This design comes from an exercise in tuning for small area and a short achievable clock period on the open sky130 flow, not from production work. Where RTL was checked, it was by simulation tests only, not by an equivalence proof against the original. No activity file was given, so power comes from the tool's default toggle rates.

==> module RAM_FINAL, before the edit <==
module RAM_FINAL (
    input clk , rst , rx_valid ,
    input [0:9] din ,
    output reg tx_valid ,
    output reg [0:7] dout
);
reg [7:0] waddr, raddr;
reg [0:7] wdata;
reg [0:7] pf;
reg [2:0] q;
reg r;
reg clearing;
reg wr_flag;
reg [3:0] k;
reg rd_seen;
wire [3:0] k_next = {k[2] & k[1] & k[0], k[2] ^ (k[1] & k[0]), k[1] ^ k[0], ~k[0]};
wire [2:0] q_next = {q[2] ^ ~(q[1] | q[0]), q[1] ^ ~q[0], ~q[0]};
wire wr_now = wr_flag & ~k[3] & (waddr[2:0] == q);
wire [0:7] wval = clearing ? 8'd0 : wdata;
wire [0:7] wx = wval ^ {8{r}};
wire [0:7] last [0:31];
genvar g;
generate
    for (g = 0; g < 32; g = g + 1) begin : g_ring
        reg [0:7] s0, s1, s2, s3, s4, s5, s6, s7;
        wire sel = clearing | (wr_now & (waddr[7:3] == g));
        always @ (posedge clk)
        begin
            s0 <= ~(sel ? wx : s7);
            s1 <= s0;
            s2 <= s1;
            s3 <= s2;
            s4 <= s3;
            s5 <= s4;
            s6 <= s5;
            s7 <= s6;
        end
        assign last[g] = s7;
    end
endgenerate
wire [0:7] m1 [0:7];
wire [0:7] m2 [0:1];
genvar h;
generate
    for (h = 0; h < 8; h = h + 1) begin : g_m1
        assign m1[h] = last[4 * h + raddr[4:3]];
    end
    for (h = 0; h < 2; h = h + 1) begin : g_m2
        assign m2[h] = m1[4 * h + raddr[6:5]];
    end
endgenerate
wire [0:7] tap = m2[raddr[7]];
wire fwd = clearing | (wr_now & (waddr == raddr));
always @ (posedge clk or negedge rst)
begin
    if (!rst)
    begin
        q <= 3'd7;
        r <= 1'b0;
        clearing <= 1'b1;
    end
    else
    begin
        q <= q_next;
        if (q == 3'd0) r <= ~r;
        if (q == 3'd0) clearing <= 1'b0;
    end
end
reg [0:7] tq;
reg tq_ok;
always @ (posedge clk)
begin
    tq <= tap ^ {8{r}};
    tq_ok <= (raddr[2:0] == q) & ~fwd;
    if (fwd) pf <= wval;
    else if (tq_ok) pf <= tq;
end
always @ (posedge clk)
begin
    if (rx_valid && din[0:1] == 2'b01) wdata <= din[2:9];
    if (rx_valid && din[0:1] == 2'b11) dout <= pf;
end
always @ (posedge clk or negedge rst)
begin
    if (!rst)
    begin
        waddr <= 8'd0;
        raddr <= 8'd0;
        tx_valid <= 1'b0;
        k <= 4'd0;
        rd_seen <= 1'b0;
        wr_flag <= 1'b0;
    end
    else
    begin
        if (rx_valid)
        begin
            wr_flag <= (din[0:1] == 2'b01);
            case (din[0:1])
                2'b00: begin
                    waddr <= din[2:9];
                    tx_valid <= 1'b0;
                    k <= 4'd0;
                end
                2'b01: begin
                    tx_valid <= 1'b0;
                    k <= 4'd0;
                end
                2'b10: begin
                    raddr <= din[2:9];
                    k <= 4'd0;
                end
                2'b11: begin
                    tx_valid <= 1'b1;
                    rd_seen <= 1'b1;
                    if (!rd_seen) k <= 4'd0;
                end
            endcase
        end
        else if (!k[3])
        begin
            tx_valid <= rd_seen;
            k <= k_next;
        end
        else tx_valid <= 1'b0;
    end
end
endmodule
==> module SPI_SLAVE_FINAL, before the edit <==
module SPI_SLAVE_FINAL(
    input MOSI , clk , rst ,
    tx_valid , ss_n ,
    input [0:7] tx_data ,
    output reg MISO , rx_valid ,
    output reg [0:9] rx_data );
reg [3:0] i;
reg [1:0] cs;
localparam IDLE = 2'b00,
CHK_CMD = 2'b01,
WRITE = 2'b10;
function [3:0] inc;
    input [3:0] v;
    case (v)
        4'd0: inc = 4'd1;
        4'd1: inc = 4'd2;
        4'd2: inc = 4'd3;
        4'd3: inc = 4'd4;
        4'd4: inc = 4'd5;
        4'd5: inc = 4'd6;
        4'd6: inc = 4'd7;
        4'd7: inc = 4'd8;
        4'd8: inc = 4'd9;
        default: inc = 4'd0;
    endcase
endfunction
wire send = (cs == CHK_CMD) & ~ss_n & tx_valid;
wire recv = (cs == WRITE) & (~ss_n | (i == 4'd9));
always @ (posedge clk)
begin
    if (cs == IDLE) i <= 4'd0;
    else if (send | (recv & ~ss_n)) i <= inc(i);
    if (cs == IDLE) rx_data <= 10'b0;
    else if (recv) rx_data <= {rx_data[1:9], MOSI};
end
always @ (posedge clk or negedge rst)
begin
if (!rst)
    begin
        MISO <= 1'b0;
        rx_valid <= 1'b0;
        cs <= IDLE;
    end
else
    begin
        rx_valid <= recv & (i == 4'd9);
        if (cs == IDLE) MISO <= 1'b0;
        else if (send) MISO <= ~i[3] & tx_data[i[2:0]];
        case (cs)
            CHK_CMD: cs <= ss_n ? IDLE : (tx_valid ? (i[3] ? IDLE : CHK_CMD) : WRITE);
            WRITE:   cs <= (ss_n | (i == 4'd9)) ? IDLE : WRITE;
            default: cs <= ss_n ? IDLE : CHK_CMD;
        endcase
    end
end
endmodule
Settings: LEC_CHECK=0, CAP_MARGIN=15, CELL_PAD_IN_SITES_DETAIL_PLACEMENT=1, CORE_MARGIN=2, CORE_UTILIZATION=50, CTS_CLUSTER_DIAMETER=80, CTS_CLUSTER_SIZE=32, PLACE_DENSITY=0.6, SETUP_SLACK_MARGIN=4.85, SLEW_MARGIN=15; clock period 7.5 ns.
run.sh (not shown) runs the stock make flow with config.mk's settings and CLKGATE_MAP_FILE= SYNTH_SCRIPT=/design/flow/synth_recipe.tcl, a recipe that flattens the netlist after the stock synthesis.
Next try:
--- a/flow/design.v
+++ b/flow/design.v
@@ -9,13 +9,15 @@
 reg [0:7] pf;
 reg [2:0] q;
 reg r;
-reg clearing;
+reg ready;
+wire clearing = ~ready;
+reg wr_hit;
 reg wr_flag;
 reg [3:0] k;
 reg rd_seen;
 wire [3:0] k_next = {k[2] & k[1] & k[0], k[2] ^ (k[1] & k[0]), k[1] ^ k[0], ~k[0]};
 wire [2:0] q_next = {q[2] ^ ~(q[1] | q[0]), q[1] ^ ~q[0], ~q[0]};
-wire wr_now = wr_flag & ~k[3] & (waddr[2:0] == q);
+wire wr_now = wr_flag & ~k[3] & wr_hit;
 wire [0:7] wval = clearing ? 8'd0 : wdata;
 wire [0:7] wx = wval ^ {8{r}};
 wire [0:7] last [0:31];
@@ -55,15 +57,15 @@
 begin
     if (!rst)
     begin
-        q <= 3'd7;
+        q <= 3'd0;
         r <= 1'b0;
-        clearing <= 1'b1;
+        ready <= 1'b0;
     end
     else
     begin
         q <= q_next;
         if (q == 3'd0) r <= ~r;
-        if (q == 3'd0) clearing <= 1'b0;
+        if (q == 3'd1) ready <= 1'b1;
     end
 end
 reg [0:7] tq;
@@ -75,6 +77,8 @@
     if (fwd) pf <= wval;
     else if (tq_ok) pf <= tq;
 end
+always @ (posedge clk)
+    wr_hit <= (waddr[2:0] == q_next);
 always @ (posedge clk)
 begin
     if (rx_valid && din[0:1] == 2'b01) wdata <= din[2:9];
@@ -133,6 +137,8 @@
     output reg MISO , rx_valid ,
     output reg [0:9] rx_data );
 reg [3:0] i;
+reg miso_n;
+wire miso_next = (cs == IDLE) ? 1'b0 : (send ? (~i[3] & tx_data[i[2:0]]) : ~miso_n);
 reg [1:0] cs;
 localparam IDLE = 2'b00,
 CHK_CMD = 2'b01,
@@ -166,14 +172,15 @@
 if (!rst)
     begin
         MISO <= 1'b0;
+        miso_n <= 1'b1;
         rx_valid <= 1'b0;
         cs <= IDLE;
     end
 else
     begin
         rx_valid <= recv & (i == 4'd9);
-        if (cs == IDLE) MISO <= 1'b0;
-        else if (send) MISO <= ~i[3] & tx_data[i[2:0]];
+        MISO <= miso_next;
+        miso_n <= ~miso_next;
         case (cs)
             CHK_CMD: cs <= ss_n ? IDLE : (tx_valid ? (i[3] ? IDLE : CHK_CMD) : WRITE);
             WRITE:   cs <= (ss_n | (i == 4'd9)) ? IDLE : WRITE;
What happened:
- The changed run went through all stages and came out clean
- register-to-register slack gains 70 ps
- utilization went down by 0.51 points
- total power hardly moves
- count of clock-buffer cells in the layout grows by 1
- final area is higher by 0.37%
- worst hold slack barely changes
- sequential cell count rose by 2
- critical path depth is unchanged
Function not checked in the first run of this note: the RTL went through the layout flow alone.


wip/amber:
SPI_Wrapper_FINAL, a different RTL version from the one above (not shown whole).
Size in the first run: ~5 I/O pins, ~51000 µm² of cells after synthesis.
==> module RAM_FINAL, before the edit <==
module RAM_FINAL (
    input clk , rst , rx_valid ,
    input [0:9] din ,
    output reg tx_valid ,
    output reg [0:7] dout
);
reg [7:0] waddr, raddr;
reg [0:7] wdata;
reg [0:7] pf;
reg [2:0] q;
reg r;
reg clearing;
reg wr_active;
reg [2:0] wcnt;
reg [3:0] k;
reg rd_seen;
wire [2:0] q_next = {q[2] ^ ~(q[1] | q[0]), q[1] ^ ~q[0], ~q[0]};
wire [2:0] wcnt_next = {wcnt[2] ^ (wcnt[1] & wcnt[0]), wcnt[1] ^ wcnt[0], ~wcnt[0]};
wire [3:0] k_next = {k[2] & k[1] & k[0], k[2] ^ (k[1] & k[0]), k[1] ^ k[0], ~k[0]};
wire wbit = wdata[q] & ~clearing;
wire wx = wbit ^ r;
wire [15:0] whi, wlo;
genvar a;
generate
    for (a = 0; a < 16; a = a + 1) begin : g_wdec
        assign whi[a] = clearing | (wr_active & (waddr[7:4] == a));
        assign wlo[a] = clearing | (waddr[3:0] == a);
    end
endgenerate
wire [255:0] q7;
genvar w;
generate
    for (w = 0; w < 256; w = w + 1) begin : g_word
        reg [7:0] s;
        wire sel = whi[w / 16] & wlo[w % 16];
        always @ (posedge clk)
            s <= {s[6:0], ~(sel ? wx : s[7])};
        assign q7[w] = s[7];
    end
endgenerate
wire [15:0] rlo;
wire [3:0] rmid;
generate
    for (a = 0; a < 16; a = a + 1) begin : g_rlo
        assign rlo[a] = (raddr[3:0] == a);
    end
    for (a = 0; a < 4; a = a + 1) begin : g_rmid
        assign rmid[a] = (raddr[5:4] == a);
    end
endgenerate
wire [15:0] grp;
generate
    for (a = 0; a < 16; a = a + 1) begin : g_grp
        assign grp[a] = |(q7[16 * a +: 16] & rlo);
    end
endgenerate
reg [3:0] t4;
reg [2:0] qd;
reg rd, fd;
wire fwd = clearing | (wr_active & (waddr == raddr));
always @ (posedge clk or negedge rst)
begin
    if (!rst)
    begin
        q <= 3'd7;
        r <= 1'b0;
        clearing <= 1'b1;
        fd <= 1'b1;
    end
    else
    begin
        q <= q_next;
        if (q == 3'd0) r <= ~r;
        if (q == 3'd0) clearing <= 1'b0;
        fd <= fwd;
    end
end
integer b;
always @ (posedge clk)
begin
    t4[0] <= |(grp[3:0] & rmid);
    t4[1] <= |(grp[7:4] & rmid);
    t4[2] <= |(grp[11:8] & rmid);
    t4[3] <= |(grp[15:12] & rmid);
    qd <= q;
    rd <= r;
    for (b = 0; b < 8; b = b + 1)
        if (fwd && q == b) pf[b] <= wbit;
        else if (!fd && qd == b) pf[b] <= t4[raddr[7:6]] ^ rd;
end
always @ (posedge clk)
begin
    if (rx_valid && din[0:1] == 2'b01) wdata <= din[2:9];
    if (rx_valid && din[0:1] == 2'b11) dout <= pf;
end
always @ (posedge clk or negedge rst)
begin
    if (!rst)
    begin
        waddr <= 8'd0;
        raddr <= 8'd0;
        tx_valid <= 1'b0;
        k <= 4'd0;
        rd_seen <= 1'b0;
        wr_active <= 1'b0;
        wcnt <= 3'd0;
    end
    else
    begin
        if (wr_active)
        begin
            wcnt <= wcnt_next;
            if (wcnt == 3'd7) wr_active <= 1'b0;
        end
        if (rx_valid)
        begin
            case (din[0:1])
                2'b00: begin
                    waddr <= din[2:9];
                    tx_valid <= 1'b0;
                    k <= 4'd0;
                end
                2'b01: begin
                    wr_active <= 1'b1;
                    wcnt <= 3'd0;
                    tx_valid <= 1'b0;
                    k <= 4'd0;
                end
                2'b10: begin
                    raddr <= din[2:9];
                    k <= 4'd0;
                end
                2'b11: begin
                    tx_valid <= 1'b1;
                    rd_seen <= 1'b1;
                end
            endcase
        end
        else if (!k[3] && rd_seen)
        begin
            tx_valid <= 1'b1;
            k <= k_next;
        end
        else tx_valid <= 1'b0;
    end
end
endmodule
clock: 7.5 ns
lec_check: 0
cap_margin: 20
cell_pad_in_sites_detail_placement: 1
core_margin: 2
core_utilization: 50
cts_cluster_diameter: 80
cts_cluster_size: 26
place_density: 0.6
setup_slack_margin: 4.85
slew_margin: 40
wip/amber completed every stage of the flow, and the final layout passed the timing, design-rule and antenna checks.
#### Input delta (wip/delta over wip/amber)
--- a/flow/design.v
+++ b/flow/design.v
@@ -5,91 +5,62 @@
     output reg [0:7] dout
 );
 reg [7:0] waddr, raddr;
 reg [0:7] wdata;
 reg [0:7] pf;
 reg [2:0] q;
-reg r;
 reg clearing;
 reg wr_active;
 reg [2:0] wcnt;
 reg [3:0] k;
 reg rd_seen;
 wire [2:0] q_next = {q[2] ^ ~(q[1] | q[0]), q[1] ^ ~q[0], ~q[0]};
 wire [2:0] wcnt_next = {wcnt[2] ^ (wcnt[1] & wcnt[0]), wcnt[1] ^ wcnt[0], ~wcnt[0]};
 wire [3:0] k_next = {k[2] & k[1] & k[0], k[2] ^ (k[1] & k[0]), k[1] ^ k[0], ~k[0]};
+wire [255:0] q7;
 wire wbit = wdata[q] & ~clearing;
-wire wx = wbit ^ r;
-wire [15:0] whi, wlo;
-genvar a;
-generate
-    for (a = 0; a < 16; a = a + 1) begin : g_wdec
-        assign whi[a] = clearing | (wr_active & (waddr[7:4] == a));
-        assign wlo[a] = clearing | (waddr[3:0] == a);
-    end
-endgenerate
-wire [255:0] q7;
+reg [3:0] t4;
+reg [2:0] qd;
+reg fd;
+wire fwd = clearing | (wr_active & (waddr == raddr));
 genvar w;
 generate
     for (w = 0; w < 256; w = w + 1) begin : g_word
-        reg [7:0] s;
-        wire sel = whi[w / 16] & wlo[w % 16];
+        reg [7:0] r;
+        wire sel = clearing | (wr_active & (waddr == w));
         always @ (posedge clk)
-            s <= {s[6:0], ~(sel ? wx : s[7])};
-        assign q7[w] = s[7];
+            r <= {r[6:0], sel ? wbit : r[7]};
+        assign q7[w] = r[7];
     end
 endgenerate
-wire [15:0] rlo;
-wire [3:0] rmid;
-generate
-    for (a = 0; a < 16; a = a + 1) begin : g_rlo
-        assign rlo[a] = (raddr[3:0] == a);
-    end
-    for (a = 0; a < 4; a = a + 1) begin : g_rmid
-        assign rmid[a] = (raddr[5:4] == a);
-    end
-endgenerate
-wire [15:0] grp;
-generate
-    for (a = 0; a < 16; a = a + 1) begin : g_grp
-        assign grp[a] = |(q7[16 * a +: 16] & rlo);
-    end
-endgenerate
-reg [3:0] t4;
-reg [2:0] qd;
-reg rd, fd;
-wire fwd = clearing | (wr_active & (waddr == raddr));
 always @ (posedge clk or negedge rst)
 begin
     if (!rst)
     begin
         q <= 3'd7;
-        r <= 1'b0;
         clearing <= 1'b1;
         fd <= 1'b1;
     end
     else
     begin
         q <= q_next;
-        if (q == 3'd0) r <= ~r;
         if (q == 3'd0) clearing <= 1'b0;
         fd <= fwd;
     end
 end
 integer b;
 always @ (posedge clk)
 begin
-    t4[0] <= |(grp[3:0] & rmid);
-    t4[1] <= |(grp[7:4] & rmid);
-    t4[2] <= |(grp[11:8] & rmid);
-    t4[3] <= |(grp[15:12] & rmid);
+    t4[0] <= q7[{2'd0, raddr[5:0]}];
+    t4[1] <= q7[{2'd1, raddr[5:0]}];
+    t4[2] <= q7[{2'd2, raddr[5:0]}];
+    t4[3] <= q7[{2'd3, raddr[5:0]}];
     qd <= q;
-    rd <= r;
     for (b = 0; b < 8; b = b + 1)
         if (fwd && q == b) pf[b] <= wbit;
-        else if (!fd && qd == b) pf[b] <= t4[raddr[7:6]] ^ rd;
+        else if (!fd && qd == b) pf[b] <= t4[raddr[7:6]];
 end
 always @ (posedge clk)
 begin
     if (rx_valid && din[0:1] == 2'b01) wdata <= din[2:9];
     if (rx_valid && din[0:1] == 2'b11) dout <= pf;
 end
### Flow results
- [compare] base=wip/amber new=wip/delta: largest clock skew in the final design held, growth of design area from synthesis to finish went down 1.4 points, number of gates given a new drive strength after cts went down 6, routed length on met2 went down about 8%, worst setup margin went up 4.6 ps.
- | final area | wip/delta vs wip/amber | 0.86% lower |
- Going from wip/amber to wip/delta, count of clock-buffer cells in the layout grows by about 4%.
- Across wip/amber and wip/delta, the outcome is the same: a clean finish for every run.
- Going from wip/amber to wip/delta, flip-flop and latch count comparable, fmax comparable.
- Global-route usage: wip/delta lower than wip/amber
For wip/amber, only the layout was checked, not whether the RTL still works.

[re-timing with driven ports]
The results above use ideal ports. As a check the final layouts listed here were re-extracted and re-timed, cells and wires unchanged.
Step 1 sets driving cells, clkbuf_16 on the clock port and buf_2 on the other inputs (assumed; they add their load-dependent delay and slew).
Step 2 moves the port delays by t, midway between the first and last clock arrival at a register: inputs arrive t later, outputs are due t later. That takes back most of the time a late clock gives input paths.
a / b / c = ideal / step 1 / step 2; a / b = the first two.
run | t, ns | setup slack, ns | cell pins on the clock port's net
the first run of note 1 | 0.736 | 4.766 / 4.702 / 4.330 | 1
the second run of note 1 | 0.732 | 4.821 / 4.756 / 4.253 | 1
wip/amber | 0.760 | 4.787 / 4.720 / 4.276 | 1
wip/delta | 0.748 | 4.791 / 4.719 / 4.371 | 1
After both steps setup and hold are still met in every run listed. For the second run of note 1, which loses most, drivers alone change the setup slack by -0.065 ns; drivers and shift together by -0.568 ns.
